Source: an optimization exercise on an open RTL-to-GDS flow (aim: small area). Production flows keep margins and buffers that such runs may drop.
Function was not checked in any run shown here: the RTL went through the layout flow alone.
Power is estimated from default activity; no workload was simulated.

File: design/flow/config.mk
export PLATFORM = sky130hd
export DESIGN_NAME = adc_top
export DESIGN_NICKNAME = adc_top
export VERILOG_FILES = /design/flow/design.v
export SDC_FILE = /design/flow/constraint.sdc
export NUM_CORES = 8
export LEC_CHECK = 0
export CAP_MARGIN = 20
export CORE_MARGIN = 2
export CORE_UTILIZATION = 60
export CTS_CLUSTER_DIAMETER = 100
export CTS_CLUSTER_SIZE = 30
export SLEW_MARGIN = 20
File: design/flow/constraint.sdc
create_clock -name core_clock -period 30.0 [get_ports {clk}]
set_input_delay 6.0000 -clock core_clock [delete_from_list [all_inputs] [get_ports {clk}]]
set_output_delay 6.0000 -clock core_clock [all_outputs]
set_load 0.01 [all_outputs]
File: design/flow/design.v
`timescale 1ns/1ps
module fix2float (
    input               clk,
    input       [5:0]   ph,
    input               start,
    input               din,
    input               sign,
    output      [31:0]  float_o
);
    reg        rd;
    reg        any;
    reg [22:0] sr;
    reg [22:0] mant;
    reg [7:0]  expo;
    reg        sg;
    wire act  = start && (ph != 6'd0);
    wire st   = start && (ph == 6'd1);
    wire anye = st ? 1'b0 : any;
    wire ab   = rd ^ (sign & anye);
    always @(posedge clk) begin
        rd  <= din;
        any <= anye | rd;
        sr  <= {act & ab, sr[22:1]};
        if (st) begin
            mant <= 23'd0;
            expo <= 8'd0;
            sg   <= sign;
        end
        if (act && ab) begin
            mant <= sr;
            expo <= 8'd96 + {2'd0, ph};
        end
    end
    assign float_o = {sg, expo, mant};
endmodule
`timescale 1ns/1ps
module cic_filter (
    input                   clk,
    input                   rstn,
    input  signed [4:0]     dat_in,
    input         [5:0]     ph,
    input                   cap,
    input                   rend,
    input                   pass,
    input                   clr,
    output                  y
);
    reg signed [34:0] s1, s2, s3, s4, a5;
    reg        [34:0] c;         
    reg        [4:0]  chi;       
    reg               rep;       
    wire [34:0] n1, n2, n3, n4, n5;
    rca #(35) r1 (.a(s1), .b({{30{dat_in[4]}}, dat_in}), .ci(1'b0), .s(n1));
    rca #(35) r2 (.a(s2), .b(s1), .ci(1'b0), .s(n2));
    rca #(35) r3 (.a(s3), .b(s2), .ci(1'b0), .s(n3));
    rca #(35) r4 (.a(s4), .b(s3), .ci(1'b0), .s(n4));
    rca #(35) r5 (.a(a5 & {35{~cap}}), .b(s4), .ci(1'b0), .s(n5));
    always @(posedge clk or negedge rstn) begin
        if (!rstn) begin
            s1 <= 35'd0; s2 <= 35'd0; s3 <= 35'd0; s4 <= 35'd0; a5 <= 35'd0;
        end else begin
            s1 <= n1; s2 <= n2; s3 <= n3; s4 <= n4; a5 <= n5;
        end
    end
    always @(posedge clk) begin
        if (cap) begin
            c   <= a5;
            chi <= c[34:30];
        end
        if (rend)
            rep <= 1'b0;
        else if (cap)
            rep <= 1'b1;
    end
    wire d0 = (rep && ph >= 6'd30) ? chi[ph - 6'd30] : c[ph];
    reg  [34:0] l1, l2, l3, l4;
    reg  [3:0]  bc;
    wire        first = (ph == 6'd0);
    wire [3:0]  cin = first ? 4'b1111 : bc;
    wire        a1 = d0;
    wire        p1 = l1[0], p2 = l2[0], p3 = l3[0], p4 = l4[0];
    wire        d1 = a1 ^ ~p1 ^ cin[0];
    wire        d2 = d1 ^ ~p2 ^ cin[1];
    wire        d3 = d2 ^ ~p3 ^ cin[2];
    wire        d4 = d3 ^ ~p4 ^ cin[3];
    always @(posedge clk) begin
        bc[0] <= (a1 & ~p1) | (a1 & cin[0]) | (~p1 & cin[0]);
        bc[1] <= (d1 & ~p2) | (d1 & cin[1]) | (~p2 & cin[1]);
        bc[2] <= (d2 & ~p3) | (d2 & cin[2]) | (~p3 & cin[2]);
        bc[3] <= (d3 & ~p4) | (d3 & cin[3]) | (~p4 & cin[3]);
        l1 <= {~clr & (pass ? a1 : p1), l1[34:1]};
        l2 <= {~clr & (pass ? d1 : p2), l2[34:1]};
        l3 <= {~clr & (pass ? d2 : p3), l3[34:1]};
        l4 <= {~clr & (pass ? d3 : p4), l4[34:1]};
    end
    assign y = d4;
endmodule
`timescale 1ns/1ps
module cic_comp_filter (
    input               clk,
    input       [5:0]   ph,
    input               clr,
    input               pB,
    input               pA,
    input               pQ,
    input               ystr,
    input       [13:0]  cl,
    input       [2:0]   hl_e,
    input       [1:0]   hl_o,
    output              str
);
    wire sgn = (ph == 6'd34);
    wire rb  = (ph == 6'd0);
    reg a1, b1, a2, b2, a3, b3, a4, b4;
    always @* begin
        a1 = 1'b0; b1 = 1'b0; a2 = 1'b0; b2 = 1'b0;
        a3 = 1'b0; b3 = 1'b0; a4 = 1'b0; b4 = 1'b0;
        if (pB) begin
            a1 = ystr;   b1 = cl[13];
            a2 = cl[0];  b2 = cl[12];
            a3 = cl[1];  b3 = cl[11];
            a4 = cl[2];  b4 = cl[10];
        end
        if (pA) begin
            a1 = cl[4];  b1 = cl[10];
            a2 = cl[5];  b2 = cl[9];
            a3 = cl[6];  b3 = cl[8];
            a4 = cl[7];
        end
        if (pQ) begin
            a1 = str;     b1 = hl_e[2];
            a2 = hl_e[0]; b2 = hl_e[1];
            a3 = hl_o[1];
        end
    end
    reg  [3:0] cy;
    wire [3:0] ci = rb ? 4'd0 : cy;
    wire s1 = a1 ^ b1 ^ ci[0];
    wire s2 = a2 ^ b2 ^ ci[1];
    wire s3 = a3 ^ b3 ^ ci[2];
    wire s4 = a4 ^ b4 ^ ci[3];
    always @(posedge clk) begin
        cy[0] <= (a1 & b1) | (a1 & ci[0]) | (b1 & ci[0]);
        cy[1] <= (a2 & b2) | (a2 & ci[1]) | (b2 & ci[1]);
        cy[2] <= (a3 & b3) | (a3 & ci[2]) | (b3 & ci[2]);
        cy[3] <= (a4 & b4) | (a4 & ci[3]) | (b4 & ci[3]);
    end
    reg [32:0] x12;
    always @* begin
        x12 = 33'd0;
        if (pB) begin
            case ({sgn, s1, s2})
                3'b000: x12 = 33'sd0;
                3'b001: x12 = -33'sd1088314;
                3'b010: x12 = -33'sd6421026;
                3'b011: x12 = -33'sd7509340;
                3'b100: x12 = 33'sd0;
                3'b101: x12 = 33'sd1088314;
                3'b110: x12 = 33'sd6421026;
                3'b111: x12 = 33'sd7509340;
            endcase
        end
        if (pA) begin
            case ({sgn, s1, s2})
                3'b000: x12 = 33'sd0;
                3'b001: x12 = -33'sd53216433;
                3'b010: x12 = -33'sd116533699;
                3'b011: x12 = -33'sd169750132;
                3'b100: x12 = 33'sd0;
                3'b101: x12 = 33'sd53216431;
                3'b110: x12 = 33'sd116533697;
                3'b111: x12 = 33'sd169750128;
            endcase
        end
        if (pQ) begin
            case ({sgn, s1, s2})
                3'b000: x12 = 33'sd0;
                3'b001: x12 = 33'sd316817548;
                3'b010: x12 = -33'sd54357298;
                3'b011: x12 = 33'sd262460250;
                3'b100: x12 = 33'sd0;
                3'b101: x12 = -33'sd316817548;
                3'b110: x12 = 33'sd54357298;
                3'b111: x12 = -33'sd262460250;
            endcase
        end
    end
    reg [32:0] x34;
    always @* begin
        x34 = 33'd0;
        if (pB) begin
            case ({sgn, s3, s4})
                3'b000: x34 = 33'sd0;
                3'b001: x34 = 33'sd8641811;
                3'b010: x34 = 33'sd34811522;
                3'b011: x34 = 33'sd43453333;
                3'b100: x34 = 33'sd0;
                3'b101: x34 = -33'sd8641809;
                3'b110: x34 = -33'sd34811522;
                3'b111: x34 = -33'sd43453331;
            endcase
        end
        if (pA) begin
            case ({sgn, s3, s4})
                3'b000: x34 = 33'sd0;
                3'b001: x34 = 33'sd628155438;
                3'b010: x34 = 33'sd356375486;
                3'b011: x34 = 33'sd984530924;
                3'b100: x34 = 33'sd0;
                3'b101: x34 = -33'sd628155438;
                3'b110: x34 = -33'sd356375486;
                3'b111: x34 = -33'sd984530924;
            endcase
        end
        if (pQ) begin
            case ({sgn, s3, s4})
                3'b000: x34 = 33'sd0;
                3'b001: x34 = 33'sd0;
                3'b010: x34 = 33'sd536870912;
                3'b011: x34 = 33'sd536870912;
                3'b100: x34 = 33'sd0;
                3'b101: x34 = 33'sd0;
                3'b110: x34 = -33'sd536870912;
                3'b111: x34 = -33'sd536870912;
            endcase
        end
    end
    wire first = pB | pQ;
    reg  signed [31:0] acc;
    reg         [34:0] lr;
    reg         [29:0] hr;
    reg         [4:0]  dly;
    reg                pfirst;
    wire               lb = ~first & lr[0];
    wire        [32:0] ae = rb ? 33'd0 : {acc[31], acc};
    wire        [32:0] sum;
    wire [32:0] cs_s, cs_k;
    csa #(33) c0 (.a(ae), .b(x12), .c(x34), .s(cs_s), .k(cs_k));
    rca #(33) ra (.a(cs_s), .b(cs_k), .ci(lb), .s(sum));
    wire        [29:0] hn;
    rca #(30) rh (.a(hr & {30{~(rb & pfirst)}}), .b(acc[29:0] & {30{rb}}), .ci(1'b0), .s(hn));
    always @(posedge clk) begin
        acc <= sum[32:1];
        lr  <= {sum[0], lr[34:1]};
        dly <= {sum[0], dly[4:1]};
        hr <= hn;
        if (sgn)
            pfirst <= first;
    end
    assign str = (ph < 6'd5) ? dly[0] : hr[ph - 6'd5];
endmodule
`timescale 1ns/1ps
module hb1_filter (
    input           clk,
    input           clr,
    input           ystr,
    input           shift_c,
    input           str,
    input           shift_e,
    input           shift_o,
    output [13:0]   cl,
    output [2:0]    hl_e,
    output [1:0]    hl_o
);
    wire [13:0] lco;
    genvar g_lc;
    generate for (g_lc = 0; g_lc < 14; g_lc = g_lc + 1) begin : gl_lc
        reg [34:0] r;
        wire nb;
        if (g_lc == 0) begin : h
            assign nb = shift_c ? ystr : r[0];
        end else begin : t
            assign nb = shift_c ? lco[g_lc-1] : r[0];
        end
        always @(posedge clk)
            r <= {~clr & nb, r[34:1]};
        assign lco[g_lc] = r[0];
    end endgenerate
    wire [2:0] leo;
    genvar g_le;
    generate for (g_le = 0; g_le < 3; g_le = g_le + 1) begin : gl_le
        reg [34:0] r;
        wire nb;
        if (g_le == 0) begin : h
            assign nb = shift_e ? str : r[0];
        end else begin : t
            assign nb = shift_e ? leo[g_le-1] : r[0];
        end
        always @(posedge clk)
            r <= {~clr & nb, r[34:1]};
        assign leo[g_le] = r[0];
    end endgenerate
    wire [1:0] loo;
    genvar g_lo;
    generate for (g_lo = 0; g_lo < 2; g_lo = g_lo + 1) begin : gl_lo
        reg [34:0] r;
        wire nb;
        if (g_lo == 0) begin : h
            assign nb = shift_o ? str : r[0];
        end else begin : t
            assign nb = shift_o ? loo[g_lo-1] : r[0];
        end
        always @(posedge clk)
            r <= {~clr & nb, r[34:1]};
        assign loo[g_lo] = r[0];
    end endgenerate
    assign cl   = lco;
    assign hl_e = leo;
    assign hl_o = loo;
endmodule
`timescale 1ns/1ps
module hb2_filter (
    input           clk,
    input           rstn,
    input   [5:0]   ph,
    input           clr,
    input           v_evt,
    input           w_evt,
    input           din,
    output          str,
    output          sign
);
    wire sgn = (ph == 6'd34);
    wire rb  = (ph == 6'd0);
    wire [36:0] leo;
    genvar g_le;
    generate for (g_le = 0; g_le < 37; g_le = g_le + 1) begin : gl_le
        reg [34:0] r;
        wire nb;
        if (g_le == 0) begin : h
            assign nb = v_evt ? din : r[0];
        end else begin : t
            assign nb = v_evt ? leo[g_le-1] : r[0];
        end
        always @(posedge clk)
            r <= {~clr & nb, r[34:1]};
        assign leo[g_le] = r[0];
    end endgenerate
    wire [17:0] loo;
    genvar g_lo;
    generate for (g_lo = 0; g_lo < 18; g_lo = g_lo + 1) begin : gl_lo
        reg [34:0] r;
        wire nb;
        if (g_lo == 0) begin : h
            assign nb = w_evt ? din : r[0];
        end else begin : t
            assign nb = w_evt ? loo[g_lo-1] : r[0];
        end
        always @(posedge clk)
            r <= {~clr & nb, r[34:1]};
        assign loo[g_lo] = r[0];
    end endgenerate
    reg [3:0] p;
    reg       f;
    wire go = ~clr & (((p != 4'd6) && (p != 4'd9)) || ((p == 4'd6) && w_evt) || ((p == 4'd9) && v_evt));
    always @(posedge clk or negedge rstn) begin
        if (!rstn) begin
            p <= 4'd7;
            f <= 1'b1;
        end else if (sgn && go) begin
            p <= (p == 4'd9) ? 4'd0 : p + 4'd1;
            f <= (p == 4'd9);
        end
    end
    reg a1, b1, a2, b2;
    always @* begin
        a1 = 1'b0; b1 = 1'b0; a2 = 1'b0; b2 = 1'b0;
        if (go) begin
            case (p)
                4'd9: begin a1 = din; b1 = leo[36]; end
                default: begin a1 = leo[p]; b1 = leo[35 - p]; end
            endcase
            case (p)
                4'd6: begin a2 = loo[17]; b2 = 1'b0; end
                4'd7: begin a2 = leo[15]; b2 = leo[20]; end
                4'd8: begin a2 = leo[16]; b2 = leo[19]; end
                4'd9: begin a2 = leo[17]; b2 = leo[18]; end
                default: begin a2 = leo[9 + p]; b2 = leo[26 - p]; end
            endcase
        end
    end
    reg  [1:0] cy;
    wire [1:0] ci = rb ? 2'd0 : cy;
    wire s1 = a1 ^ b1 ^ ci[0];
    wire s2 = a2 ^ b2 ^ ci[1];
    always @(posedge clk) begin
        cy[0] <= (a1 & b1) | (a1 & ci[0]) | (b1 & ci[0]);
        cy[1] <= (a2 & b2) | (a2 & ci[1]) | (b2 & ci[1]);
    end
    reg [31:0] k1;
    always @* begin
        k1 = 32'sd0;
        if (go)
        case (p)
            4'd0: k1 = sgn ? 32'sd16303 : -32'sd16305;
            4'd1: k1 = sgn ? -32'sd48551 : 32'sd48553;
            4'd2: k1 = sgn ? 32'sd119257 : -32'sd119259;
            4'd3: k1 = sgn ? -32'sd257820 : 32'sd257820;
            4'd4: k1 = sgn ? 32'sd507427 : -32'sd507429;
            4'd5: k1 = sgn ? -32'sd928129 : 32'sd928131;
            4'd6: k1 = sgn ? 32'sd1599801 : -32'sd1599799;
            4'd7: k1 = sgn ? -32'sd2625319 : 32'sd2625321;
            4'd8: k1 = sgn ? 32'sd4134999 : -32'sd4135001;
            4'd9: k1 = sgn ? -32'sd3870 : 32'sd3870;
            default: k1 = 32'sd0;
        endcase
    end
    wire [31:0] x1 = s1 ? k1 : 32'd0;
    reg [31:0] k2;
    always @* begin
        k2 = 32'sd0;
        if (go)
        case (p)
            4'd0: k2 = sgn ? -32'sd6294537 : 32'sd6294535;
            4'd1: k2 = sgn ? 32'sd9321690 : -32'sd9321690;
            4'd2: k2 = sgn ? -32'sd13522983 : 32'sd13522985;
            4'd3: k2 = sgn ? 32'sd19377524 : -32'sd19377524;
            4'd4: k2 = sgn ? -32'sd27742080 : 32'sd27742080;
            4'd5: k2 = sgn ? 32'sd40418825 : -32'sd40418827;
            4'd6: k2 = sgn ? -32'sd536870912 : 32'sd536870912;
            4'd7: k2 = sgn ? -32'sd62096704 : 32'sd62096704;
            4'd8: k2 = sgn ? 32'sd110065331 : -32'sd110065333;
            4'd9: k2 = sgn ? -32'sd340477049 : 32'sd340477051;
            default: k2 = 32'sd0;
        endcase
    end
    wire [31:0] x2 = s2 ? k2 : 32'd0;
    wire first = go & f;
    reg  signed [30:0] acc;
    reg         [34:0] lr;
    reg         [29:0] hr;
    reg         [4:0]  dly;
    reg                pfirst;
    wire               lb = ~first & lr[0];
    wire        [31:0] ae = rb ? 32'd0 : {acc[30], acc};
    wire        [31:0] sum;
    wire [31:0] ta_s, ta_k;
    csa #(32) c0 (.a(ae), .b(x1), .c(x2), .s(ta_s), .k(ta_k));
    rca #(32) ra (.a(ta_s), .b(ta_k), .ci(lb), .s(sum));
    wire        [29:0] hn;
    rca #(30) rh (.a(hr & {30{~(rb & pfirst)}}), .b(acc[29:0] & {30{rb}}), .ci(1'b0), .s(hn));
    always @(posedge clk) begin
        acc <= sum[31:1];
        lr  <= {sum[0], lr[34:1]};
        dly <= {sum[0], dly[4:1]};
        hr <= hn;
        if (sgn)
            pfirst <= first;
    end
    assign str  = (ph < 6'd5) ? dly[0] : hr[ph - 6'd5];
    assign sign = hr[29];
endmodule
`timescale 1ns/1ps
module adc_top (
    input  wire                clk,
    input  wire                rstn,
    input  wire signed [4:0]   dat_in,
    output wire                clk_vld_out,
    output wire signed [31:0]  dat_out
);
    reg  [8:0] cnt;       
    reg  [5:0] ph;        
    reg        clr;       
    reg        vld;
    always @(posedge clk or negedge rstn) begin
        if (!rstn) begin
            cnt <= 9'd0;
            ph  <= 6'd0;
            clr <= 1'b1;
            vld <= 1'b0;
        end else begin
            cnt <= cnt + 9'd1;
            ph  <= (ph == 6'd34) ? 6'd0 : ph + 6'd1;
            if (ph == 6'd34)
                clr <= 1'b0;
            vld <= (cnt == 9'd452);
        end
    end
    wire rend = (ph == 6'd34);         
    wire cap  = (cnt[5:0] == 6'd1);    
    reg       cpend;
    reg [2:0] ckk;
    reg       e0v, e1e, e2e, e3v, e3w, e4v;
    reg [2:0] e0k;
    reg [1:0] e1k, e2k;
    always @(posedge clk or negedge rstn) begin
        if (!rstn) begin
            cpend <= 1'b0; ckk <= 3'd0;
            e0v <= 1'b0; e1e <= 1'b0; e2e <= 1'b0; e3v <= 1'b0; e3w <= 1'b0; e4v <= 1'b0;
            e0k <= 3'd0; e1k <= 2'd0; e2k <= 2'd0;
        end else if (rend) begin
            e0v <= cpend | cap;
            e0k <= cap ? cnt[8:6] : ckk;
            cpend <= 1'b0;
            e1e <= e0v & ~e0k[0]; e1k <= e0k[2:1];
            e2e <= e1e;           e2k <= e1k;
            e3v <= e2e & (e2k == 2'd0);
            e3w <= e2e & (e2k == 2'd2);
            e4v <= e3v;
        end else if (cap) begin
            cpend <= 1'b1;
            ckk   <= cnt[8:6];
        end
    end
    wire ystr;                  
    wire e1str;                 
    wire e2str;                 
    wire e2sign;
    cic_filter u_cic (
        .clk(clk), .rstn(rstn), .dat_in(dat_in), .ph(ph), .cap(cap),
        .rend(rend), .pass(e0v), .clr(clr), .y(ystr)
    );
    wire [13:0] cl;             
    wire [2:0]  hl_e;           
    wire [1:0]  hl_o;           
    cic_comp_filter u_comp (
        .clk(clk), .ph(ph), .clr(clr),
        .pB(e0v & ~e0k[0]), .pA(e1e), .pQ(e2e & ~e2k[0]),
        .ystr(ystr), .cl(cl), .hl_e(hl_e), .hl_o(hl_o), .str(e1str)
    );
    hb1_filter u_hb1 (
        .clk(clk), .clr(clr), .ystr(ystr), .shift_c(e0v),
        .str(e1str), .shift_e(e2e & ~e2k[0]), .shift_o(e2e & e2k[0]),
        .cl(cl), .hl_e(hl_e), .hl_o(hl_o)
    );
    hb2_filter u_hb2 (
        .clk(clk), .rstn(rstn), .ph(ph), .clr(clr),
        .v_evt(e3v), .w_evt(e3w),
        .din(e1str), .str(e2str), .sign(e2sign)
    );
    fix2float u_fix2float (
        .clk(clk), .ph(ph), .start(e4v),
        .din(e2str), .sign(e2sign), .float_o(dat_out)
    );
    assign clk_vld_out = vld;
endmodule
module rca #(parameter W = 35) (
    input  [W-1:0] a,
    input  [W-1:0] b,
    input          ci,
    output [W-1:0] s
);
    wire [W:0] c;
    assign c[0] = ci;
    genvar i;
    generate for (i = 0; i < W; i = i + 1) begin : g
        assign s[i]   = a[i] ^ b[i] ^ c[i];
        assign c[i+1] = (a[i] & b[i]) | (a[i] & c[i]) | (b[i] & c[i]);
    end endgenerate
endmodule
module csa #(parameter W = 35) (
    input  [W-1:0] a,
    input  [W-1:0] b,
    input  [W-1:0] c,
    output [W-1:0] s,
    output [W-1:0] k
);
    assign s = a ^ b ^ c;
    assign k = {(a[W-2:0] & b[W-2:0]) | (a[W-2:0] & c[W-2:0]) | (b[W-2:0] & c[W-2:0]), 1'b0};
endmodule
File: design/flow/run.sh
#!/bin/bash
# synth_recipe.tcl (not shown) runs the flow's synth.tcl, then flattens the netlist and writes it again
# the make line also repeats each setting of config.mk as NAME=value (left out here)
make -C /OpenROAD-flow-scripts/flow DESIGN_CONFIG=/design/flow/config.mk WORK_HOME=/design/flow/orfs CLKGATE_MAP_FILE= SYNTH_SCRIPT=/design/flow/synth_recipe.tcl finish
==> results of run 1 <==
==> area by class of cell <==
cell class              instances  area share
clock buffers                 146     0.03525
diodes                          2  0.00005672
inverters                     164    0.006976
flip-flops and latches       3246      0.7570
clock inverters                 9    0.001687
repair buffers                 67    0.007033
multi-input cells            1461      0.1666
well taps                    1794     0.02544
==> through the flow <==
step	area (um2)	worst slack [ns]
final	88240	9.791
after global routing	88240	9.132
after CTS	88210	9.702
after detailed placement	84950	8.828
after global placement	84950	9.129
after floorplan	82590	9.793
==> final timing paths <==
| kind | start | end | slack, ns | cells after the start |
|---|---|---|---|---|
| worst min register to register | u_hb2.gl_le[22].r[26] | u_hb2.gl_le[22].r[25] | 0.31 | 0 |
| worst min-delay path | u_hb2.gl_le[22].r[26] | u_hb2.gl_le[22].r[25] | 0.31 | 0 |
| min in group asynchronous | rstn | u_cic.a5[30] | 5.05 | 1 |
| worst max-delay path | dat_in[0] | u_cic.s1[34] | 9.79 | 39 |
| worst max register to register | ph[0] | u_comp.acc[30] | 10.07 | 56 |
| max in group asynchronous | rstn | u_cic.s1[8] | 23.79 | 2 |
==> layer usage <==
metal / track usage / wire length, um
met1: 0.2715 / 60280
met2: 0.2243 / 44130
met3: 0.02829 / 4048
met4: 0.04329 / 2704
met5: 0 / 11
==> logic make-up (layout without fill, tap and decap cells) <==
family,after synthesis,after routing,synth area share
flops,3246,3246,0.8087
simple gates,652,652,0.04025
fa+ha+maj,389,389,0.09120
buf+inv,280,386,0.01338
compound gates,243,243,0.01836
mux,145,145,0.02447
xor+xnor,32,32,0.003621
other cells,0,2,0
==> cell usage in the layout, fill, tap and decap left out, drive strengths merged, types with 21 or more instances in the layout <==
cell	netlist	layout
edfxtp	73	73
fa	355	355
o21ai	60	60
nand3	25	25
and2	241	241
ha	34	34
buf	36	30
nor2	159	159
mux2i	95	95
mux4	44	44
a21oi	75	75
dfxtp	2959	2959
clkdlybuf4s50	0	37
xnor2	21	21
nand2	143	143
clkbuf	80	146
nor3	24	24
inv	163	167
a31oi	27	27
dfrtp	209	209
==> flip-flops by register name (all words and copies together) (netlist names), 9 cells and up <==
name              cells
u_hb2.acc            31
u_cic.a5             35
u_cic.s3             35
u_fix2float.mant     23
u_hb2.lr             35
u_cic.l3             35
u_comp.acc           32
u_comp.lr            35
u_cic.s4             35
u_comp.hr            30
u_hb2.hr             30
u_cic.l4             35
u_cic.l1             35
u_fix2float.sr       23
u_hb1.gl_le.r       105
u_hb2.gl_le.r      1295
u_cic.l2             35
cnt                   9
u_hb2.gl_lo.r       630
u_cic.s1             35
u_hb1.gl_lc.r       490
u_cic.c              35
u_cic.s2             35
u_hb1.gl_lo.r        70
==> report_power, final <==
group / internal, uW / switching [uW]
combinational: 250 / 245
sequential: 4490 / 131
clock: 742 / 1170
total: 5480 / 1550
==> summary.txt, run 1 <==
Outcome
  • Status: timing/DRC/antenna clean

Detailed routing
  • DR iter-0 viols: 1879
  • DRT Pass-1 Iters: 5
  • WL/cell: between 15 and 20 um
  • Via-to-Cell Ratio: 4.679
  • Vias: 32230
  • Routed Antenna Nets: 0
  • WL final: ~110000 um
  • Drt drc: 0

Global routing
  • Largest net degree at the start of global routing: between 100 and 150
  • Initial antenna violation count: 5
  • First-pass GRT wire length: 182300 um
  • Vias in the first global route: 32480
  • Total gr overflow: 0
  • All-layer global routing usage: 0.1649

Timing
  • Final Hold Viols: 0
  • RSZ-0062 raised after global routing: false
  • Period utilization: 0.6736
  • Fin. max-slew vios: 0
  • Clk_skew: ~0.037 ns
  • Slew HR: 0.3333
  • Final setup TNS: 0 ns
  • Fmax: 49.48 MHz
  • Fin crit period: 20.21 ns
  • Count of final setup violators: 0
  • Worst Hold Slack: 0.3086 ns
  • Worst Tran Pin Value: 0.9990 ns

Hold path
  • Min-Delay Path Class: reg -> reg

CTS
  • Root Driver: clkbuf_16
  • CTS Buf Count: 118
  • H-tree Lvls: 3
  • CTS clk-pin slew, worst paths: 0.10 ns
  • Clk buf depth: 3
  • Post-CTS Setup Bufs: 0
  • Post-CTS resize count: 0
  • CTS Hold Buffers Added: 0
  • Latest clock arrival within the worst-skew pair: 0.79 ns
  • CTS Sinks: approximately 3200
  • CTS tree: built

Die
  • Die Footprint: 0.1406 mm2
  • # rows: between 100 and 150
  • Die X: 375.0 um
  • Die Y: 375.0 um
  • Initial Utilization: 0.6029
  • Area of the core: 0.1370 mm2
  • Boundary pin count: 40

Critical path
  • Worst Setup Start Kind: input pin
  • Worst stage delay on the critical path: 0.48 ns
  • Most used cell, CP: fa_1
  • Top cell family by delay on the critical path: adder cells
  • WP buf/inv: 3
  • Required time of the critical path: 30.67 ns
  • Crit end category: flop
  • Worst-path fanout max: 1
  • Slowest stage cell, crit path: fa_1
  • Crit Path Class: in -> reg
  • Critical Path AT: 20.88 ns

Synthesis
  • Syn Area/Cell: 16.56 um2
  • Synth Warn #: 6
  • Area fraction of the dominant cell type after synthesis: 0.7173
  • Post-Syn Instances: 4987
  • Sequential share of the synthesized area: 0.8087
  • FF+latch count, synth: 3246
  • Post-synth ARST share: 0.06593
  • Top-count cell post-synth: dfxtp_1
  • Synth cell count leaders: dfxtp_1 (2959), fa_1 (355), and2_1 (241)
  • Yosys cell types: 74
  • Synth Flop Type: dfxtp_1
  • Synth Cell Area: a little over 0.08 mm2
  • Post-synth EDFFs: 73
  • Mapped Nets: approximately 5400
  • Main area contributors after synthesis: dfxtp_1 (72%), fa_1 (8.6%), dfrtp_1 (6.3%), edfxtp_1 (2.7%), and2_1 (1.8%)
  • Area leader, netlist: dfxtp_1

Cells and area
  • Layout area overhead: 6.846%
  • Share of layout cells above drive strength 1: 0.04634
  • # fillers: 9821
  • Register Area: 0.06680 mm2
  • Layout Cells excl Fill: 6889
  • Area of the multi-input gates: between 0.01 and 0.015 mm2
  • Nets: 5454
  • Util after Layout: 0.6442

Power and ir drop
  • Pleak: 0.03581 uW
  • Tot Pwr: around 7000 uW
  • Peak supply drop: roughly 0.064 mV
  • Pwr dens: 79.66 mW/mm2

Place
  • DP Cell Count: 6731
  • IO Port Bufs: 39
  • Gpl congestion: 0.8595
  • DP HPWL: 70750 um

Flow run
  • Max Cap Viol: 0
==> run 2: changes to the inputs <==
--- a/design/flow/config.mk
+++ b/design/flow/config.mk
@@ -7,7 +7,8 @@
 export LEC_CHECK = 0
 export CAP_MARGIN = 20
 export CORE_MARGIN = 2
-export CORE_UTILIZATION = 60
+export CORE_UTILIZATION = 65
 export CTS_CLUSTER_DIAMETER = 100
 export CTS_CLUSTER_SIZE = 30
+export PLACE_DENSITY = 0.85
 export SLEW_MARGIN = 20
==> run 2 against run 1 <==
  * Clock power is essentially flat
  * Still clean on timing, DRC and antenna
  * Final cell count fell by 2.1%
  * Largest cell class unchanged
  * Synthesized area unchanged
  * Sequential share of layout area is 0.14 points higher
  * Setup slack got worse by 0.13 ns
  * Non-clock buffer count is 1 lower
  * Flip-flop and latch count unchanged
  * Highest routed layer is now met4
==> summary.txt, run 2 <==
CTS
  • CTS clk-pin slew, worst paths: around 0.11 ns
  • Root Driver: clkbuf_16
  • Latest clock arrival within the worst-skew pair: 0.82 ns
  • Post-CTS Setup Bufs: 0
  • CTS Hold Buffers Added: 0
  • H-tree Lvls: 3
  • Clk buf depth: 3
  • CTS Sinks: 3246
  • Post-CTS resize count: 0
  • CTS Buf Count: 119
  • CTS tree: built

Synthesis
  • Yosys cell types: 74
  • Synth Cell Area: 0.08259 mm2
  • Area fraction of the dominant cell type after synthesis: 0.7173
  • Sequential share of the synthesized area: 0.8087
  • Post-Syn Instances: around 5000
  • Area leader, netlist: dfxtp_1
  • Post-synth EDFFs: 73
  • Synth cell count leaders: dfxtp_1 (2959), fa_1 (355), and2_1 (241)
  • Post-synth ARST share: 0.06593
  • Top-count cell post-synth: dfxtp_1
  • Mapped Nets: 5383
  • Syn Area/Cell: 16.56 um2
  • FF+latch count, synth: between 3000 and 4000
  • Main area contributors after synthesis: dfxtp_1 (72%), fa_1 (8.6%), dfrtp_1 (6.3%), edfxtp_1 (2.7%), and2_1 (1.8%)
  • Synth Warn #: 6
  • Synth Flop Type: dfxtp_1

Timing
  • Count of final setup violators: 0
  • Fin crit period: between 20 and 25 ns
  • Period utilization: 0.6779
  • RSZ-0062 raised after global routing: false
  • Slew HR: 0.2481
  • Fmax: roughly 49 MHz
  • Final worst setup slack: 9.662 ns
  • Final Hold Viols: 0
  • Fin. max-slew vios: 0
  • Clk_skew: 0.07546 ns
  • Final setup TNS: 0 ns
  • Worst Tran Pin Value: 1.123 ns
  • Worst Hold Slack: 0.2823 ns

Critical path
  • Top cell family by delay on the critical path: adder cells
  • Slowest stage cell, crit path: fa_1
  • Crit end category: flop
  • Worst stage delay on the critical path: 0.46 ns
  • Most used cell, CP: fa_1
  • WP buf/inv: 3
  • Required time of the critical path: 30.69 ns
  • Critical Path AT: 21.03 ns
  • Worst-path fanout max: 1
  • Crit Path Class: in -> reg
  • Worst Setup Start Kind: input pin

Global routing
  • Total gr overflow: 0
  • Layer with the highest usage: met2
  • First-pass GRT wire length: 208900 um
  • Met2 Usage GRT: 0.3344
  • Initial antenna violation count: 7
  • Vias in the first global route: 36220
  • Largest net degree at the start of global routing: 76
  • Met1 Track Usage GR: 0.2989
  • GRT met3 Usage: 0.03432
  • All-layer global routing usage: 0.2101

Die
  • Die X: 360.5 um
  • # rows: 130
  • Area of the core: around 0.13 mm2
  • Initial Utilization: 0.6560
  • Die Footprint: ~0.13 mm2
  • Boundary pin count: 40
  • Die Y: 360.5 um

Cells and area
  • Nets: 5454
  • Registers with the most flip-flops: u_hb2.gl_le.r (1295), u_hb2.gl_lo.r (630), u_hb1.gl_lc.r (490)
  • Most flops, register: u_hb2.gl_le.r
  • Register Area: ~0.067 mm2
  • Util after Layout: 0.6996
  • Number of flip-flops under the largest register name: 1295
  • Most common cell after layout, fill and taps aside: dfxtp_1
  • Most frequent cells in the layout: dfxtp_1 (2959), fa_1 (355), and2_1 (241), dfrtp_1 (208), inv_1 (162)
  • Layout area overhead: 6.645%
  • # fillers: 7657
  • Area of the multi-input gates: 0.01470 mm2
  • Share of layout cells above drive strength 1: 0.04553

Detailed routing
  • DR iter-0 viols: 2548
  • WL/cell: 19.59 um
  • DRT Pass-1 Iters: 8
  • Via-to-Cell Ratio: 4.968
  • WL final: around 130000 um
  • Routed Antenna Nets: 0
  • Vias: 33520
  • Drt drc: 0

Power and ir drop
  • Pleak: 0.03581 uW
  • Peak supply drop: 0.06797 mV
  • Tot Pwr: 7146 uW
  • Pwr dens: 81.13 mW/mm2

Place
  • Gpl congestion: between 0.8 and 0.9
  • DP HPWL: 81620 um
  • IO Port Bufs: 39
  • Post-Place Setup Slack: 8.725 ns

Flow run
  • Max Cap Viol: 0

Outcome
  • Status: timing/DRC/antenna clean

Hold path
  • Min-Delay Path Class: reg -> reg
## run 2: cell counts after synthesis
Identical to the previous run, type by type.
## run 2: report_power, final
| part | internal (uW) | switching, uW | total (uW) | leakage, uW |
|---|---|---|---|---|
| Combinational | 281 | 296 | 577 | 0.00723 |
| Clock | 743 | 1210 | 1950 | 0.00159 |
| Sequential | 4490 | 126 | 4610 | 0.0270 |
## run 2: path summary, 6_finish.rpt
| kind | slack, ns | end | start | depth (start not counted) |
|---|---|---|---|---|
| max | 9.66 | u_cic.s1[34] | dat_in[0] | 39 |
| min | 0.28 | u_hb1.gl_lc[4].r[31] | u_hb1.gl_lc[4].r[32] | 0 |
| max reg2reg | 10.39 | u_comp.acc[30] | ph[1] | 53 |
| min reg2reg | 0.28 | u_hb1.gl_lc[4].r[31] | u_hb1.gl_lc[4].r[32] | 0 |
| max in group asynchronous | 22.54 | e3v | rstn | 3 |
| min in group asynchronous | 5.16 | u_hb2.p[3] | rstn | 1 |
## run 2: kinds of logic (layout without fill, tap and decap cells)
| group | Yosys count | in the layout | synth area share |
|---|---|---|---|
| flops | 3246 | 3246 | 0.8087 |
| simple gates | 652 | 652 | 0.04025 |
| fa+ha+maj | 389 | 389 | 0.09120 |
| buf+inv | 280 | 389 | 0.01338 |
| compound gates | 243 | 243 | 0.01836 |
| mux | 145 | 145 | 0.02447 |
| xor+xnor | 32 | 32 | 0.003621 |
| other cells | 0 | 1 | 0 |
## run 2: cell type report
| cell class | instances | share of cell area |
|---|---|---|
| inverter | 164 | 0.006989 |
| clock buffer | 150 | 0.03513 |
| sequential | 3246 | 0.7584 |
| tap | 1650 | 0.02344 |
| multi-input combinational | 1461 | 0.1669 |
| antenna | 1 | 0.00002841 |
| timing repair buffer | 66 | 0.006734 |
| clock inverter | 9 | 0.002372 |
## run 2: per-layer routing
| layer | part of all wire | vias up |
|---|---|---|
| met5 | 0 | - |
| met4 | 0.029 | 0 |
| met3 | 0.048 | 248 |
| met1 | 0.46 | 16760 |
| li1 | - | 15770 |
| met2 | 0.47 | 743 |
## run 2: stage by stage
stage,instance area [um2],cells
final,88080,6747
after global routing,88070,6746
after CTS,88070,6746
after detailed placement,84770,6587
after global placement,84770,6587
after floorplan,82590,4987
## run 2: worst register-to-register path: cells and delay by family, from the launching register on
kind,cells,cell delay [ns]
muxes,2,0.78
buffers and inverters,4,0.36
and+or+nand+nor,4,0.85
AOI/OAI and AO/OA,5,0.86
DFF,1,0.87
adders and majority gates,38,15.78
==> run 3: changes to the inputs <==
--- a/design/flow/config.mk
+++ b/design/flow/config.mk
@@ -8,7 +8,7 @@
 export CAP_MARGIN = 20
 export CORE_MARGIN = 2
 export CORE_UTILIZATION = 65
-export CTS_CLUSTER_DIAMETER = 100
-export CTS_CLUSTER_SIZE = 30
-export PLACE_DENSITY = 0.85
+export CTS_CLUSTER_DIAMETER = 80
+export CTS_CLUSTER_SIZE = 34
+export PLACE_DENSITY = 0.8
 export SLEW_MARGIN = 20
==> run 3 against run 2 <==
  * Still clean on timing, DRC and antenna
  * Non-clock buffer count increased by 2
  * Cell area increased by 0.24%
  * Via count decreased by 1.9%
  * Sequential power about the same
  * Setup slack improved by 0.030 ns
  * Highest routed layer unchanged
==> summary.txt, run 3 <==
Outcome
  • Status: timing/DRC/antenna clean

Synthesis
  • Main area contributors after synthesis: dfxtp_1 (72%), fa_1 (8.6%), dfrtp_1 (6.3%), edfxtp_1 (2.7%), and2_1 (1.8%)
  • Area fraction of the dominant cell type after synthesis: 0.7173
  • Post-Syn Instances: 4987
  • Yosys cell types: 74
  • Top-count cell post-synth: dfxtp_1
  • Syn Area/Cell: 16.56 um2
  • Synth cell count leaders: dfxtp_1 (2959), fa_1 (355), and2_1 (241)
  • Synth Warn #: 6
  • Synth Flop Type: dfxtp_1
  • Post-synth EDFFs: 73
  • Synth Cell Area: 0.08259 mm2
  • FF+latch count, synth: 3246
  • Area leader, netlist: dfxtp_1
  • Post-synth ARST share: 0.06593
  • Mapped Nets: between 5000 and 6000
  • Sequential share of the synthesized area: 0.8087

Critical path
  • Most used cell, CP: fa_1
  • Slowest stage cell, crit path: fa_1
  • Worst Setup Start Kind: input pin
  • Critical Path AT: 20.96 ns
  • Reg-to-reg slack, setup: 10.49 ns
  • Crit end category: flop
  • Crit Path Class: in -> reg
  • Required time of the critical path: 30.65 ns
  • RR Startpoint: ph[1]
  • FF-to-FF End: u_comp.acc[30]
  • Reg2Reg Depth: 53
  • Worst stage delay on the critical path: 0.46 ns
  • Worst-path fanout max: 1

Global routing
  • All-layer global routing usage: 0.2000
  • Initial antenna violation count: 9
  • Largest net degree at the start of global routing: 79
  • Total gr overflow: 0
  • First-pass GRT wire length: 199700 um
  • Vias in the first global route: 35080

Flow run
  • Max Cap Viol: 0

CTS
  • CTS Buf Count: 113
  • H-tree Lvls: 3
  • Latest clock arrival within the worst-skew pair: 0.79 ns
  • Post-CTS Setup Bufs: 0
  • CTS Sinks: around 3200
  • CTS Hold Buffers Added: 0
  • Clk buf depth: 3
  • Post-CTS resize count: 0
  • Root Driver: clkbuf_16
  • CTS clk-pin slew, worst paths: 0.12 ns
  • CTS tree: built

Detailed routing
  • DR iter-0 viols: 2218
  • Drt drc: 0
  • Vias: 32870
  • Routed Antenna Nets: 0
  • DRT Pass-1 Iters: 6
  • Via-to-Cell Ratio: 4.870
  • WL final: 126000 um
  • WL/cell: 18.67 um

Timing
  • Period utilization: 0.6769
  • Slew HR: 0.2891
  • Fmax: 49.24 MHz
  • RSZ-0062 raised after global routing: false
  • Count of final setup violators: 0
  • Final Hold Viols: 0
  • Final setup TNS: 0 ns
  • Worst Hold Slack: 0.2877 ns
  • Fin. max-slew vios: 0
  • Worst Tran Pin Value: approximately 1.1 ns
  • Fin crit period: 20.31 ns
  • Clk_skew: 0.05836 ns

Place
  • Gpl congestion: 0.8446
  • DP HPWL: 77300 um
  • IO Port Bufs: 39

Cells and area
  • Area of the multi-input gates: 0.01470 mm2
  • # fillers: 7858
  • Number of flip-flops under the largest register name: 1295
  • Layout area overhead: 6.899%
  • Nets: 5450
  • Util after Layout: 0.7013
  • Register Area: 0.06680 mm2
  • Registers with the most flip-flops: u_hb2.gl_le.r (1295), u_hb2.gl_lo.r (630), u_hb1.gl_lc.r (490)
  • Share of layout cells above drive strength 1: 0.04883
  • Most common cell after layout, fill and taps aside: dfxtp_1
  • Most frequent cells in the layout: dfxtp_1 (2959), fa_1 (355), and2_1 (241), dfrtp_1 (208), inv_1 (162)
  • Most flops, register: u_hb2.gl_le.r

Power and ir drop
  • Pleak: 0.03591 uW
  • Peak supply drop: 0.06170 mV
  • Pwr dens: 81.30 mW/mm2

Die
  • Die Y: 360.5 um
  • # rows: 130
  • Boundary pin count: 40
  • Die Footprint: 0.1299 mm2
  • Area of the core: 0.1259 mm2
  • Die X: 360.5 um
  • Initial Utilization: 0.6560

Hold path
  • Min-Delay Path Class: reg -> reg
  • Hold_sp: u_hb1.gl_lc[9].r[1]
  • Hold EP: u_hb1.gl_lc[9].r[0]
  • Count of cells along the worst hold path: 0
[run 3: cell counts after synthesis]
Identical to the previous run, type by type.
[run 3: worst max path at each step]
stage          startpoint            to  slack, ns  cells past startpoint
2_1_floorplan   dat_in[0]  u_cic.s1[34]       9.79                     38
3_3_place_gp    dat_in[0]  u_cic.s1[34]       8.91                     39
3_5_place_dp    dat_in[0]  u_cic.s1[34]       8.84                     39
4_1_cts         dat_in[0]  u_cic.s1[34]       9.57                     39
5_1_grt         dat_in[0]  u_cic.s1[34]       9.13                     39
6_report        dat_in[0]  u_cic.s1[34]       9.69                     39
[run 3: metal layers]
metal  vias to the layer above  GRT usage  part of all wire
li1                      15770          -                 -
met1                     16380     0.2929              0.47
met2                       565     0.3127              0.46
met3                       158    0.03630             0.049
met4                         0    0.05251             0.021
met5                         -          0                 0
[run 3: power breakdown]
group,switching [uW],leakage [uW],internal (uW)
Combinational,284,0.00723,275
Clock,1250,0.00169,760
Sequential,121,0.0270,4490
[run 3: final cells by class]
class,instances,area share
flip-flops and latches,3246,0.7566
multi-input cells,1461,0.1665
clock buffers,134,0.03387
well taps,1650,0.02338
inverters,164,0.006973
repair buffers,68,0.006888
clock inverters,26,0.005782
diodes,1,0.00002834
[run 3: stage by stage]
step | setup slack [ns] | instances | power [uW] | cell area (um2)
after CTS | 9.565 | 6749 | 7256 | 88280
after detailed placement | 8.836 | 6589 | 5245 | 84780
final | 9.692 | 6750 | 7178 | 88290
after global routing | 9.130 | 6749 | 7507 | 88280
after floorplan | 9.793 | 4987 | 5081 | 82590
after global placement | 8.913 | 6589 | 5177 | 84780
[run 3: critical path: cells and delay by family]
kind | cells | cell delay, ns
xor+xnor | 2 | 0.30
fa+ha+maj | 34 | 14.10
buf+inv | 3 | 0.53
[run 3: kinds of logic (layout without fill, tap and decap cells)]
logic type,Yosys count,in the layout,share of synthesized area
compound gates,243,243,0.01836
fa+ha+maj,389,389,0.09120
flops,3246,3246,0.8087
other cells,0,1,0
buf+inv,280,392,0.01338
simple gates,652,652,0.04025
xor+xnor,32,32,0.003621
mux,145,145,0.02447
==> run 4: changes to the inputs <==
--- a/design/flow/design.v
+++ b/design/flow/design.v
@@ -116,16 +116,16 @@
         a1 = 1'b0; b1 = 1'b0; a2 = 1'b0; b2 = 1'b0;
         a3 = 1'b0; b3 = 1'b0; a4 = 1'b0; b4 = 1'b0;
         if (pB) begin
-            a1 = ystr;   b1 = cl[13];
-            a2 = cl[0];  b2 = cl[12];
-            a3 = cl[1];  b3 = cl[11];
-            a4 = cl[2];  b4 = cl[10];
+            a1 = ystr;   b1 = cl[13];     
+            a2 = cl[0];  b2 = cl[12];     
+            a3 = cl[5];  b3 = cl[7];      
+            a4 = cl[6];                   
         end
         if (pA) begin
-            a1 = cl[4];  b1 = cl[10];
-            a2 = cl[5];  b2 = cl[9];
-            a3 = cl[6];  b3 = cl[8];
-            a4 = cl[7];
+            a1 = cl[2];  b1 = cl[12];     
+            a2 = cl[3];  b2 = cl[11];     
+            a3 = cl[4];  b3 = cl[10];     
+            a4 = cl[5];  b4 = cl[9];      
         end
         if (pQ) begin
             a1 = str;     b1 = hl_e[2];
@@ -145,102 +145,102 @@
         cy[2] <= (a3 & b3) | (a3 & ci[2]) | (b3 & ci[2]);
         cy[3] <= (a4 & b4) | (a4 & ci[3]) | (b4 & ci[3]);
     end
-    reg [32:0] x12;
+    reg [31:0] x12;
     always @* begin
-        x12 = 33'd0;
+        x12 = 32'd0;
         if (pB) begin
-            case ({sgn, s1, s2})
-                3'b000: x12 = 33'sd0;
-                3'b001: x12 = -33'sd1088314;
-                3'b010: x12 = -33'sd6421026;
-                3'b011: x12 = -33'sd7509340;
-                3'b100: x12 = 33'sd0;
-                3'b101: x12 = 33'sd1088314;
-                3'b110: x12 = 33'sd6421026;
-                3'b111: x12 = 33'sd7509340;
+            case ({sgn, s1, s4})
+                3'b000: x12 = 32'sd0;
+                3'b001: x12 = 32'sd628155438;
+                3'b010: x12 = -32'sd6421026;
+                3'b011: x12 = 32'sd621734412;
+                3'b100: x12 = 32'sd0;
+                3'b101: x12 = -32'sd628155438;
+                3'b110: x12 = 32'sd6421026;
+                3'b111: x12 = -32'sd621734412;
             endcase
         end
         if (pA) begin
-            case ({sgn, s1, s2})
-                3'b000: x12 = 33'sd0;
-                3'b001: x12 = -33'sd53216433;
-                3'b010: x12 = -33'sd116533699;
-                3'b011: x12 = -33'sd169750132;
-                3'b100: x12 = 33'sd0;
-                3'b101: x12 = 33'sd53216431;
-                3'b110: x12 = 33'sd116533697;
-                3'b111: x12 = 33'sd169750128;
+            case ({sgn, s1, s4})
+                3'b000: x12 = 32'sd0;
+                3'b001: x12 = -32'sd53216433;
+                3'b010: x12 = 32'sd34811522;
+                3'b011: x12 = -32'sd18404911;
+                3'b100: x12 = 32'sd0;
+                3'b101: x12 = 32'sd53216431;
+                3'b110: x12 = -32'sd34811522;
+                3'b111: x12 = 32'sd18404909;
             endcase
         end
         if (pQ) begin
-            case ({sgn, s1, s2})
-                3'b000: x12 = 33'sd0;
-                3'b001: x12 = 33'sd316817548;
-                3'b010: x12 = -33'sd54357298;
-                3'b011: x12 = 33'sd262460250;
-                3'b100: x12 = 33'sd0;
-                3'b101: x12 = -33'sd316817548;
-                3'b110: x12 = 33'sd54357298;
-                3'b111: x12 = -33'sd262460250;
+            case ({sgn, s1, s4})
+                3'b000: x12 = 32'sd0;
+                3'b001: x12 = 32'sd0;
+                3'b010: x12 = -32'sd54357298;
+                3'b011: x12 = -32'sd54357298;
+                3'b100: x12 = 32'sd0;
+                3'b101: x12 = 32'sd0;
+                3'b110: x12 = 32'sd54357298;
+                3'b111: x12 = 32'sd54357298;
             endcase
         end
     end
-    reg [32:0] x34;
+    reg [31:0] x34;
     always @* begin
-        x34 = 33'd0;
+        x34 = 32'd0;
         if (pB) begin
-            case ({sgn, s3, s4})
-                3'b000: x34 = 33'sd0;
-                3'b001: x34 = 33'sd8641811;
-                3'b010: x34 = 33'sd34811522;
-                3'b011: x34 = 33'sd43453333;
-                3'b100: x34 = 33'sd0;
-                3'b101: x34 = -33'sd8641809;
-                3'b110: x34 = -33'sd34811522;
-                3'b111: x34 = -33'sd43453331;
+            case ({sgn, s2, s3})
+                3'b000: x34 = 32'sd0;
+                3'b001: x34 = 32'sd356375486;
+                3'b010: x34 = -32'sd1088314;
+                3'b011: x34 = 32'sd355287172;
+                3'b100: x34 = 32'sd0;
+                3'b101: x34 = -32'sd356375486;
+                3'b110: x34 = 32'sd1088314;
+                3'b111: x34 = -32'sd355287172;
             endcase
         end
         if (pA) begin
-            case ({sgn, s3, s4})
-                3'b000: x34 = 33'sd0;
-                3'b001: x34 = 33'sd628155438;
-                3'b010: x34 = 33'sd356375486;
-                3'b011: x34 = 33'sd984530924;
-                3'b100: x34 = 33'sd0;
-                3'b101: x34 = -33'sd628155438;
-                3'b110: x34 = -33'sd356375486;
-                3'b111: x34 = -33'sd984530924;
+            case ({sgn, s2, s3})
+                3'b000: x34 = 32'sd0;
+                3'b001: x34 = -32'sd116533699;
+                3'b010: x34 = 32'sd8641811;
+                3'b011: x34 = -32'sd107891888;
+                3'b100: x34 = 32'sd0;
+                3'b101: x34 = 32'sd116533697;
+                3'b110: x34 = -32'sd8641809;
+                3'b111: x34 = 32'sd107891888;
             endcase
         end
         if (pQ) begin
-            case ({sgn, s3, s4})
-                3'b000: x34 = 33'sd0;
-                3'b001: x34 = 33'sd0;
-                3'b010: x34 = 33'sd536870912;
-                3'b011: x34 = 33'sd536870912;
-                3'b100: x34 = 33'sd0;
-                3'b101: x34 = 33'sd0;
-                3'b110: x34 = -33'sd536870912;
-                3'b111: x34 = -33'sd536870912;
+            case ({sgn, s2, s3})
+                3'b000: x34 = 32'sd0;
+                3'b001: x34 = 32'sd536870912;
+                3'b010: x34 = 32'sd316817548;
+                3'b011: x34 = 32'sd853688460;
+                3'b100: x34 = 32'sd0;
+                3'b101: x34 = -32'sd536870912;
+                3'b110: x34 = -32'sd316817548;
+                3'b111: x34 = -32'sd853688460;
             endcase
         end
     end
     wire first = pB | pQ;
-    reg  signed [31:0] acc;
+    reg  signed [30:0] acc;
     reg         [34:0] lr;
     reg         [29:0] hr;
     reg         [4:0]  dly;
     reg                pfirst;
     wire               lb = ~first & lr[0];
-    wire        [32:0] ae = rb ? 33'd0 : {acc[31], acc};
-    wire        [32:0] sum;
-    wire [32:0] cs_s, cs_k;
-    csa #(33) c0 (.a(ae), .b(x12), .c(x34), .s(cs_s), .k(cs_k));
-    rca #(33) ra (.a(cs_s), .b(cs_k), .ci(lb), .s(sum));
+    wire        [31:0] ae = rb ? 32'd0 : {acc[30], acc};
+    wire        [31:0] sum;
+    wire [31:0] cs_s, cs_k;
+    csa #(32) c0 (.a(ae), .b(x12), .c(x34), .s(cs_s), .k(cs_k));
+    rca #(32) ra (.a(cs_s), .b(cs_k), .ci(lb), .s(sum));
     wire        [29:0] hn;
     rca #(30) rh (.a(hr & {30{~(rb & pfirst)}}), .b(acc[29:0] & {30{rb}}), .ci(1'b0), .s(hn));
     always @(posedge clk) begin
-        acc <= sum[32:1];
+        acc <= sum[31:1];
         lr  <= {sum[0], lr[34:1]};
         dly <= {sum[0], dly[4:1]};
         hr <= hn;
==> design/flow/config.mk (replaced) <==
export PLATFORM = sky130hd
export DESIGN_NAME = adc_top
export DESIGN_NICKNAME = adc_top
export VERILOG_FILES = /design/flow/design.v
export SDC_FILE = /design/flow/constraint.sdc
export NUM_CORES = 8
export LEC_CHECK = 0
export CAP_MARGIN = 0
export CORE_MARGIN = 2
export CORE_UTILIZATION = 60
export CTS_CLUSTER_DIAMETER = 100
export CTS_CLUSTER_SIZE = 30
export SLEW_MARGIN = 0
==> run 4 against run 3 <==
  * Now fails the layout checks on antenna violations
  * Cell area decreased by 0.53%
  * Wire length decreased by 13%
  * Via count decreased by 2.1%
==> summary.txt, run 4 <==
Outcome
  • Status: failed layout checks
  • Failing Checks: antenna violations

Timing
  • Fin crit period: just over 20 ns
  • Final setup TNS: 0 ns
  • Count of final setup violators: 0
  • RSZ-0062 raised after global routing: false
  • Final Hold Viols: 0
  • Worst Tran Pin Value: 1.010 ns
  • Final worst setup slack: 9.788 ns
  • Fin. max-slew vios: 0
  • Period utilization: 0.6737
  • Slew HR: 0.3163
  • Clk_skew: 0.05456 ns
  • Fmax: 49.48 MHz

Critical path
  • Most used cell, CP: fa_1
  • Critical Path AT: ~21 ns
  • Worst stage delay on the critical path: 0.45 ns
  • Slowest stage cell, crit path: fa_1
  • Worst-path fanout max: 1
  • Crit end category: flop
  • Worst Setup Start Kind: input pin
  • Required time of the critical path: 30.65 ns
  • Crit Path Class: in -> reg

Die
  • Area of the core: 0.1356 mm2
  • # rows: 135
  • Die X: between 300 and 400 um
  • Die Y: between 300 and 400 um
  • Initial Utilization: 0.6051
  • Die Footprint: 0.1398 mm2
  • Boundary pin count: 40

Flow run
  • Max Cap Viol: 0

Synthesis
  • Yosys cell types: between 60 and 70
  • Synth Flop Type: dfxtp_1
  • Synth Area in Adders: 0.09128
  • Mux cell area share after synthesis: 0.02404
  • Post-Syn Instances: 4928
  • XOR/XNOR Fraction of Synth Area: 0.003521
  • Syn Area/Cell: 16.66 um2
  • Synth Cell Area: 0.08208 mm2
  • Area fraction of the dominant cell type after synthesis: 0.7215
  • Post-synthesis compound-gate area fraction: 0.01909
  • Sequential share of the synthesized area: 0.8135
  • FF+latch count, synth: 3245
  • Area leader, netlist: dfxtp_1
  • Synth Warn #: 6
  • Synth Area in Simple Gates: 0.03823
  • Top-count cell post-synth: dfxtp_1
  • Synth cell count leaders: dfxtp_1 (2958), fa_1 (353), dfrtp_1 (209)
  • Post-synth ARST share: 0.06595
  • Main area contributors after synthesis: dfxtp_1 (72%), fa_1 (8.6%), dfrtp_1 (6.4%), edfxtp_1 (2.7%), and2_1 (1.2%)
  • Post-synth EDFFs: 73
  • Main combinational cell family by area after synthesis: adder cells
  • Mapped Nets: 5322

Detailed routing
  • DRT Pass-1 Iters: 6
  • Vias: 32190
  • Drt drc: 0
  • DR iter-0 viols: roughly 1800
  • WL final: 110200 um
  • WL/cell: 16.15 um
  • Routed Antenna Nets: 1
  • Via-to-Cell Ratio: between 4 and 5

CTS
  • CTS Hold Buffers Added: 0
  • Post-CTS resize count: 0
  • CTS Buf Count: between 100 and 150
  • CTS tree: built
  • CTS Sinks: 3245
  • Root Driver: clkbuf_16
  • CTS clk-pin slew, worst paths: 0.11 ns
  • Clk buf depth: 3
  • Latest clock arrival within the worst-skew pair: 0.78 ns
  • Post-CTS Setup Bufs: 0
  • H-tree Lvls: 3

Cells and area
  • Most flops, register: u_hb2.gl_le.r
  • Most frequent cells in the layout: dfxtp_1 (2958), fa_1 (353), dfrtp_1 (207), nand2_1 (189), and2_1 (158)
  • # fillers: 9796
  • Register Area: around 0.067 mm2
  • Registers with the most flip-flops: u_hb2.gl_le.r (1295), u_hb2.gl_lo.r (630), u_hb1.gl_lc.r (490)
  • Cell area after layout: 0.08781 mm2
  • Share of layout cells above drive strength 1: 0.04488
  • Area of the multi-input gates: 0.01448 mm2
  • Number of flip-flops under the largest register name: about 1300
  • Layout area overhead: 6.988%
  • Nets: 5396
  • Most common cell after layout, fill and taps aside: dfxtp_1

Global routing
  • All-layer global routing usage: 0.1622
  • First-pass GRT wire length: 179000 um
  • Largest net degree at the start of global routing: 90
  • Total gr overflow: 0
  • Vias in the first global route: 32050
  • Initial antenna violation count: 4

Hold path
  • Min-Delay Path Class: reg -> reg

Place
  • Post-DP Area: 0.08449 mm2
  • DP HPWL: 69850 um
  • Gpl congestion: 0.8927
  • Post-Place Setup Slack: 8.828 ns
  • IO Port Bufs: 39

Power and ir drop
  • Peak supply drop: 0.05086 mV
  • Pwr dens: 80.03 mW/mm2
  • Pleak: 0.03556 uW
[run 4: changes by cell type after synthesis, sizes merged, moves of 13 or more]
cell	change
and2	-82
and3	+61
inv	-62
nand2	+48
nor2	-26
o21ai	+13
[run 4: logic make-up after synthesis]
group,Yosys count
flops,3245
simple gates,635
fa+ha+maj,387
compound gates,265
buf+inv,218
mux,145
xor+xnor,33
[run 4: final cells by class]
cell class | count | share of cell area
Antenna cell | 7 | 0.0001995
Clock inverter | 12 | 0.002394
Sequential cell | 3245 | 0.7604
Timing Repair Buffer | 69 | 0.007010
Tap cell | 1781 | 0.02538
Inverter | 102 | 0.004360
Clock buffer | 143 | 0.03529
Multi-Input combinational cell | 1465 | 0.1649
[run 4: critical path, delay by kind of cell]
kind	cells	cell delay (ns)
adders and majority gates	34	14.03
xor gates and xnor gates	2	0.30
buffers and inverters	3	0.53
[run 4: worst paths after layout]
path,start,end,slack [ns],cells after the start
worst max-delay path,dat_in[0],u_cic.s1[34],9.79,39
worst min-delay path,u_hb1.gl_lc[11].r[28],u_hb1.gl_lc[11].r[27],0.31,0
worst max register to register,ph[1],u_comp.acc[30],11.08,52
worst min register to register,u_hb1.gl_lc[11].r[28],u_hb1.gl_lc[11].r[27],0.31,0
max in group asynchronous,rstn,e3v,22.58,3
min in group asynchronous,rstn,u_cic.s2[33],5.24,1
[run 4: report_power, final]
group          internal (uW)  switching, uW  total [uW]
sequential              4490            116        4600
clock                    752           1180        1930
combinational            249            245         494
total                   5490           1540        7030
[run 4: through the flow]
step | instances | utilization | hold slack (ns) | power [uW]
3_3_place_gp | 6662 | 0.6229 | 0.3095 | 5189
2_1_floorplan | 4928 | - | 0.3096 | 5081
3_5_place_dp | 6662 | 0.6229 | 0.3121 | 5233
6_report | 6824 | 0.6474 | 0.3105 | 7028
5_1_grt | 6817 | 0.6473 | 0.3133 | 7414
4_1_cts | 6817 | 0.6473 | 0.3049 | 7141
[run 4: layer usage]
layer,vias to the layer above,track usage,part of all wire
met2,435,0.2245,0.40
met5,-,0,0
li1,15740,-,-
met1,15870,0.2655,0.54
met3,145,0.02556,0.038
met4,0,0.04308,0.020
==> run 5: changes to the inputs <==
--- a/design/flow/config.mk
+++ b/design/flow/config.mk
@@ -5,9 +5,9 @@
 export SDC_FILE = /design/flow/constraint.sdc
 export NUM_CORES = 8
 export LEC_CHECK = 0
-export CAP_MARGIN = 0
+export CAP_MARGIN = 20
 export CORE_MARGIN = 2
 export CORE_UTILIZATION = 60
 export CTS_CLUSTER_DIAMETER = 100
 export CTS_CLUSTER_SIZE = 30
-export SLEW_MARGIN = 0
+export SLEW_MARGIN = 20
==> run 5 against run 4 <==
  * Still fails the layout checks on antenna violations
  * Register-to-register slack is essentially flat
  * Global-route usage unchanged
  * Highest routed layer unchanged
  * Via count unchanged
  * Sequential power is essentially flat
  * Critical path depth did not move
  * Die area is the same
  * Synthesized cell count unchanged
  * Clock power hardly changed
  * Clock skew stayed put
  * Critical path type unchanged
  * Largest cell class unchanged
  * Wire length stayed put
==> summary.txt, run 5 <==
Place
  • DP HPWL: around 70000 um
  • Gpl congestion: 0.8927
  • IO Port Bufs: 39

Cells and area
  • Most common cell after layout, fill and taps aside: dfxtp_1
  • Layout area overhead: 6.988%
  • Number of flip-flops under the largest register name: 1295
  • Most frequent cells in the layout: dfxtp_1 (2958), fa_1 (353), dfrtp_1 (207), nand2_1 (189), and2_1 (158)
  • Share of layout cells above drive strength 1: 0.04488
  • Registers with the most flip-flops: u_hb2.gl_le.r (1295), u_hb2.gl_lo.r (630), u_hb1.gl_lc.r (490)
  • Most flops, register: u_hb2.gl_le.r
  • Nets: between 5000 and 6000

Critical path
  • Critical Path AT: 20.87 ns
  • Most used cell, CP: fa_1
  • Worst-path fanout max: 1
  • Worst stage delay on the critical path: 0.45 ns
  • Launch point of the worst path: dat_in[0]
  • FF-to-FF End: u_comp.acc[30]
  • Slowest stage cell, crit path: fa_1
  • Reg2Reg Depth: between 50 and 60
  • RR Startpoint: ph[1]
  • Worst setup endpoint: u_cic.s1[34]
  • Worst Setup Start Kind: input pin
  • Crit end category: flop
  • Required time of the critical path: approximately 30 ns
  • Reg-to-reg slack, setup: 11.08 ns
  • Crit Path Class: in -> reg

Synthesis
  • Synth cell count leaders: dfxtp_1 (2958), fa_1 (353), dfrtp_1 (209)
  • Synth Flop Type: dfxtp_1
  • Mapped Nets: 5322
  • Main area contributors after synthesis: dfxtp_1 (72%), fa_1 (8.6%), dfrtp_1 (6.4%), edfxtp_1 (2.7%), and2_1 (1.2%)
  • Area leader, netlist: dfxtp_1
  • Syn Area/Cell: between 15 and 20 um2
  • Yosys cell types: 64
  • Sequential share of the synthesized area: 0.8135
  • Post-synth EDFFs: 73
  • Post-Syn Instances: 4928
  • Area fraction of the dominant cell type after synthesis: 0.7215
  • Top-count cell post-synth: dfxtp_1
  • FF+latch count, synth: 3245
  • Post-synth ARST share: 0.06595
  • Synth Cell Area: 0.08208 mm2
  • Synth Warn #: 6

CTS
  • Root Driver: clkbuf_16
  • CTS Hold Buffers Added: 0
  • Post-CTS resize count: 0
  • CTS clk-pin slew, worst paths: 0.11 ns
  • Post-CTS Setup Bufs: 0
  • CTS tree: built
  • Clk buf depth: 3
  • CTS Sinks: between 3000 and 4000
  • H-tree Lvls: 3
  • CTS Buf Count: 119
  • Latest clock arrival within the worst-skew pair: 0.78 ns

Die
  • Boundary pin count: 40
  • Die Y: 373.9 um
  • Area of the core: 0.1356 mm2
  • Die X: 373.9 um
  • Die Footprint: roughly 0.14 mm2
  • Initial Utilization: 0.6051
  • # rows: 135

Timing
  • Period utilization: 0.6737
  • Fmax: 49.48 MHz
  • Final setup TNS: 0 ns
  • RSZ-0062 raised after global routing: false
  • Slew HR: 0.3163
  • Clk_skew: 0.05456 ns
  • Final Hold Viols: 0
  • Fin crit period: between 20 and 25 ns
  • Count of final setup violators: 0
  • Worst Hold Slack: between 0.3 and 0.4 ns
  • Fin. max-slew vios: 0
  • Worst Tran Pin Value: approximately 1.0 ns

Global routing
  • Largest net degree at the start of global routing: 90
  • Total gr overflow: 0
  • Initial antenna violation count: 4
  • First-pass GRT wire length: about 180000 um
  • Vias in the first global route: roughly 32000
  • All-layer global routing usage: 0.1622

Detailed routing
  • WL final: 110200 um
  • Routed Antenna Nets: 1
  • Via-to-Cell Ratio: ~4.7
  • Met1 Wirelength: between 50000 and 60000 um
  • DR iter-0 viols: 1813
  • DRT Pass-1 Iters: 6
  • Metal2 WL: 44330 um
  • WL/cell: 16.15 um
  • Drt drc: 0
  • Vias: 32190
  • Max layer used: met4
  • Met3 routed WL: 4189 um

Power and ir drop
  • Pwr dens: between 80 and 90 mW/mm2
  • Peak supply drop: 0.05086 mV
  • Tot Pwr: between 7000 and 8000 uW
  • Pleak: approximately 0.036 uW

Outcome
  • Status: failed layout checks
  • Failing Checks: antenna violations

Flow run
  • Max Cap Viol: 0

Hold path
  • Min-Delay Path Class: reg -> reg
run 5: per-layer routing:
metal | up-vias | track usage
met5 | - | 0
met4 | 0 | 0.04308
met3 | 145 | 0.02556
met2 | 435 | 0.2245
met1 | 15870 | 0.2655
li1 | 15740 | -
run 5: through the flow:
stage | setup slack (ns) | util | cell area, um2 | std cells
global route | 9.294 | 0.6473 | 87800 | 6817
global placement | 8.844 | 0.6229 | 84490 | 6662
CTS | 9.636 | 0.6473 | 87800 | 6817
detailed placement | 8.828 | 0.6229 | 84490 | 6662
floorplan | 9.793 | - | 82080 | 4928
finish | 9.788 | 0.6474 | 87810 | 6824
run 5: how the worst min path moves through the flow:
stage | from | to | depth (start not counted)
final | u_hb1.gl_lc[11].r[28] | u_hb1.gl_lc[11].r[27] | 0
after global routing | u_hb2.gl_le[32].r[32] | u_hb2.gl_le[32].r[31] | 0
after CTS | u_hb2.gl_lo[2].r[1] | u_hb2.gl_lo[2].r[0] | 0
after detailed placement | u_cic.l3[1] | u_cic.l3[0] | 0
after global placement | u_cic.l1[14] | u_cic.l1[13] | 0
after floorplan | u_cic.l1[1] | u_cic.l1[0] | 0
run 5: kinds of logic (layout without fill, tap and decap cells):
logic type                 after synthesis  in the layout  share of synthesized area
AOI/OAI and AO/OA                      265            265                    0.01909
muxes                                  145            145                    0.02404
adders and majority gates              387            387                    0.09128
other                                    0              7                          0
and+or+nand+nor                        635            635                    0.03823
DFF                                   3245           3245                     0.8135
xor gates and xnor gates                33             33                   0.003521
buffers and inverters                  218            326                    0.01035
run 5: final cells by class:
| type | count | area, um2 |
|---|---|---|
| inverters | 102 | 382.9 |
| multi-input cells | 1465 | 14480 |
| fillers | 9796 | 47820 |
| clock inverters | 12 | 210.2 |
| diodes | 7 | 17.52 |
| flip-flops and latches | 3245 | 66780 |
| well taps | 1781 | 2228 |
| clock buffers | 143 | 3099 |
| repair buffers | 69 | 615.6 |
run 5: worst max-delay path, delay by kind of cell:
family                     cells  cell delay (ns)
adders and majority gates     34            14.03
buffers and inverters          3             0.53
xor gates and xnor gates       2             0.30
run 5: power by group:
part	total, uW	internal, uW	leakage [uW]	switching (uW)
combinational	494	249	0.00697	245
clock	1930	752	0.00160	1180
sequential	4600	4490	0.0270	116
total	7030	5490	0.0356	1540

[static timing again, ports no longer ideal]
How much do the figures lean on ideal ports? The routed layouts below were timed once more, with nothing changed but the port constraints. Step 1: set_driving_cell puts a clkbuf_16 on clk and a buf_2 on each other input, an assumption about the parent block. Step 2 times the ports against the registers' clock, not the clock port: input delays grow and output delays shrink by t, the midpoint of the rising clock arrivals with the driver on. a / b / c = ideal ports / drivers / drivers and shift; a / b = the first two.
run	t (ns)	setup slack, ns	cell pins on the clock port's net
run 1	0.837	9.791 / 9.842 / 9.005	1
run 2	0.839	9.662 / 9.711 / 8.872	1
run 3	0.829	9.692 / 9.735 / 8.906	1
run 4	0.825	9.788 / 9.840 / 9.015	1
run 5	0.825	9.788 / 9.840 / 9.015	1
The setup slack of run 2, which loses most, moves by +0.049 ns with the drivers and by -0.790 ns with both steps.
